Background: an optimization exercise with open tools, aiming at small area, a short achievable clock period and few clock cycles. Do not read the settings as production practice. The RTL was checked by simulation tests, not by an equivalence proof against the original design.

==> inputs of job 3990 <==
## geofence
module geofence (clk, reset, X, Y, valid, is_inside);
input clk;
input reset;
input [9:0] X;
input [9:0] Y;
output reg valid;
output reg is_inside;
localparam S0 = 2'd0, S1 = 2'd1, S3 = 2'd3;
reg [3:0] cnt;           
reg [1:0] st;
reg       sf;
reg [9:0] px, py;        
reg       wsx, wsy;      
reg [9:0] wmx, wmy_n;        
wire [9:0] wmy = ~wmy_n;
reg       lsx, lsy, rsx, rsy;
reg [9:0] lmx_n, lmy, rmx_n, rmy;       
wire [9:0] lmx = ~lmx_n, rmx = ~rmx_n;
wire [10:0] dx = {1'b0, X} - {1'b0, px};
wire [10:0] dy = {1'b0, Y} - {1'b0, py};
wire       dsx = dx[10];
wire       dsy = dy[10];
wire [9:0] dmx = (dx[9:0] ^ {10{dsx}}) + {9'd0, dsx};
wire [9:0] dmy = (dy[9:0] ^ {10{dsy}}) + {9'd0, dsy};
wire lzx = lmx == 0, lzy = lmy == 0, wzx = wmx == 0, wzy = wmy == 0;
wire rzx = rmx == 0, rzy = rmy == 0;
wire a_s1 = lsx ^ wsy, a_s2 = lsy ^ wsx;      
wire b_s1 = wsy ^ rsx, b_s2 = wsx ^ rsy;      
wire a_n, a_z, b_n, b_z;
xsign ua (.a(lmx), .b(wmy), .c(lmy), .d(wmx), .inj(a_s1),  .neg(a_n), .zero(a_z));
xsign ub (.a(wmy), .b(rmx), .c(wmx), .d(rmy), .inj(!b_s1), .neg(b_n), .zero(b_z));
wire a_fz = (lzx || wzy) && (lzy || wzx);     
wire b_fz = (wzy || rzx) && (wzx || rzy);
wire a_neg  = (a_s1 != a_s2) ? (a_s1 && !a_fz) : (a_s1 ^ a_n);
wire a_zero = (a_s1 != a_s2) ? a_fz : a_z;
wire b_neg  = (b_s1 != b_s2) ? (!b_s1 && !b_fz) : !(b_s1 ^ b_n);
wire b_zero = (b_s1 != b_s2) ? b_fz : b_z;
wire w_zero = wzx && wzy;
wire opp = ((!lzx && (lsx != wsx)) || (!lzy && (lsy != wsy))) &&
           ((!rzx && (rsx != wsx)) || (!rzy && (rsy != wsy)));
wire set_l  = ((st == S0) && !w_zero) || ((st == S1) && a_neg);
  ...
Settings: LEC_CHECK=0, CAP_MARGIN=20, CORE_MARGIN=2, CORE_UTILIZATION=40, SLEW_MARGIN=20, SYNTH_HIERARCHICAL=1; clock period 13.0 ns.
standard.sh (not shown) runs the stock make flow with config.mk's settings and CLKGATE_MAP_FILE= SYNTH_SCRIPT=/design/flow/synth_recipe.tcl, a recipe that flattens the netlist after the stock synthesis.
==> flow/flow/run.sh <==
#!/bin/bash
# Standard ORFS layout with two additions (same clock period and constraints):
#  1. after the standard synthesis, flow/polarity.py removes the inverters that
#     Yosys's full-adder extraction leaves between adders (logic unchanged);
#  2. timing repair aims at a larger setup slack than the default.
set -euo pipefail
RES="$PWD/orfs/results/$FLOW_PLATFORM/geofence/base"
LIB="$FLOW_HOME/platforms/$FLOW_PLATFORM/lib/sky130_fd_sc_hd__tt_025C_1v80.lib"
bash standard.sh "$RES/1_2_yosys.v" > synth.log 2>&1
cp "$RES/1_2_yosys.v" 1_2_yosys.before_polarity.v
python3 flow/polarity.py "$RES/1_2_yosys.v" "$LIB" > polarity.log 2>&1
bash standard.sh SETUP_SLACK_MARGIN=6 finish > layout.log 2>&1
Other scripts of this flow, unchanged in this note and not shown: flow/flow/polarity.py
==> inputs of job 1871, as changes to job 3990 <==
--- a/flow/flow/run.sh
+++ b/flow/flow/run.sh
@@ -11,2 +11,2 @@
 python3 flow/polarity.py "$RES/1_2_yosys.v" "$LIB" > polarity.log 2>&1
-bash standard.sh SETUP_SLACK_MARGIN=6 finish > layout.log 2>&1
+bash standard.sh SETUP_SLACK_MARGIN=5.75 finish > layout.log 2>&1
--- a/flow/config.mk
+++ b/flow/config.mk
@@ -11,2 +11 @@
 export SLEW_MARGIN = 20
-export SYNTH_HIERARCHICAL = 1
==> notes <==
Of job 1871 and job 3990, job 3990 has the higher via count (gap about 0.4%, measured against job 3990).
Between job 3990 and job 1871, the lower critical path depth is in job 1871 (gap 1).
Against job 1871, the design area of job 3990 is higher by about 3%.
Synthesized area: job 1871 is lower than job 3990 (1.7%).
Clock-buffer cell count is the same in job 1871 and job 3990.
==> figures <==
item                                                 job 3990    job 1871
Outcome                              timing/DRC/antenna clean  timing/DRC/antenna clean
Fraction of area in multi-input gates                   0.714       0.715
GRT Overall Usage                                       0.216       0.217
Slew headroom                                           0.450       0.468
Depth of the most critical reg-to-reg path                 19          18
Post-Layout Cell Count                                   2152        2120
GRT met2 Usage                                          0.371       0.359
FILL cells                                               3817        3673
Routed length per placed instance                     20.3 um     20.0 um
Drt via density                                          5.34        5.39
Count of non-CTS buffers in the layout                     59          65
Largest net degree at the start of global routing          24          23
Testbench counts of job 3990, summed over its fixed seeds: cycles 12,800.
Testbench counts of job 1871, summed over its fixed seeds: cycles 12,800.

port drivers added, routing unchanged:
No port has a modelled driver above. Below, the same layouts with a new extraction and two added sets of constraints. Step 1: set_driving_cell puts a clkbuf_16 on clk and a buf_2 on each other input, an assumption about the parent block. Step 2 also shifts input and output timing later by t, the mid clock arrival at the registers, as if the neighbouring blocks saw the same clock. Slacks: ideal / step 1 / step 2; pairs: ideal / step 1.
run	t, ns	slack for setup (ns)	hold WS [ns]	worst register clock-pin slew, ns
job 3990	0.388	6.233 / 6.233 / 6.233	0.499 / 0.499 / 0.499	0.07 / 0.07
job 1871	0.379	5.981 / 5.981 / 5.981	0.496 / 0.496 / 0.496	0.07 / 0.07
After both steps setup and hold are still met in every run listed.
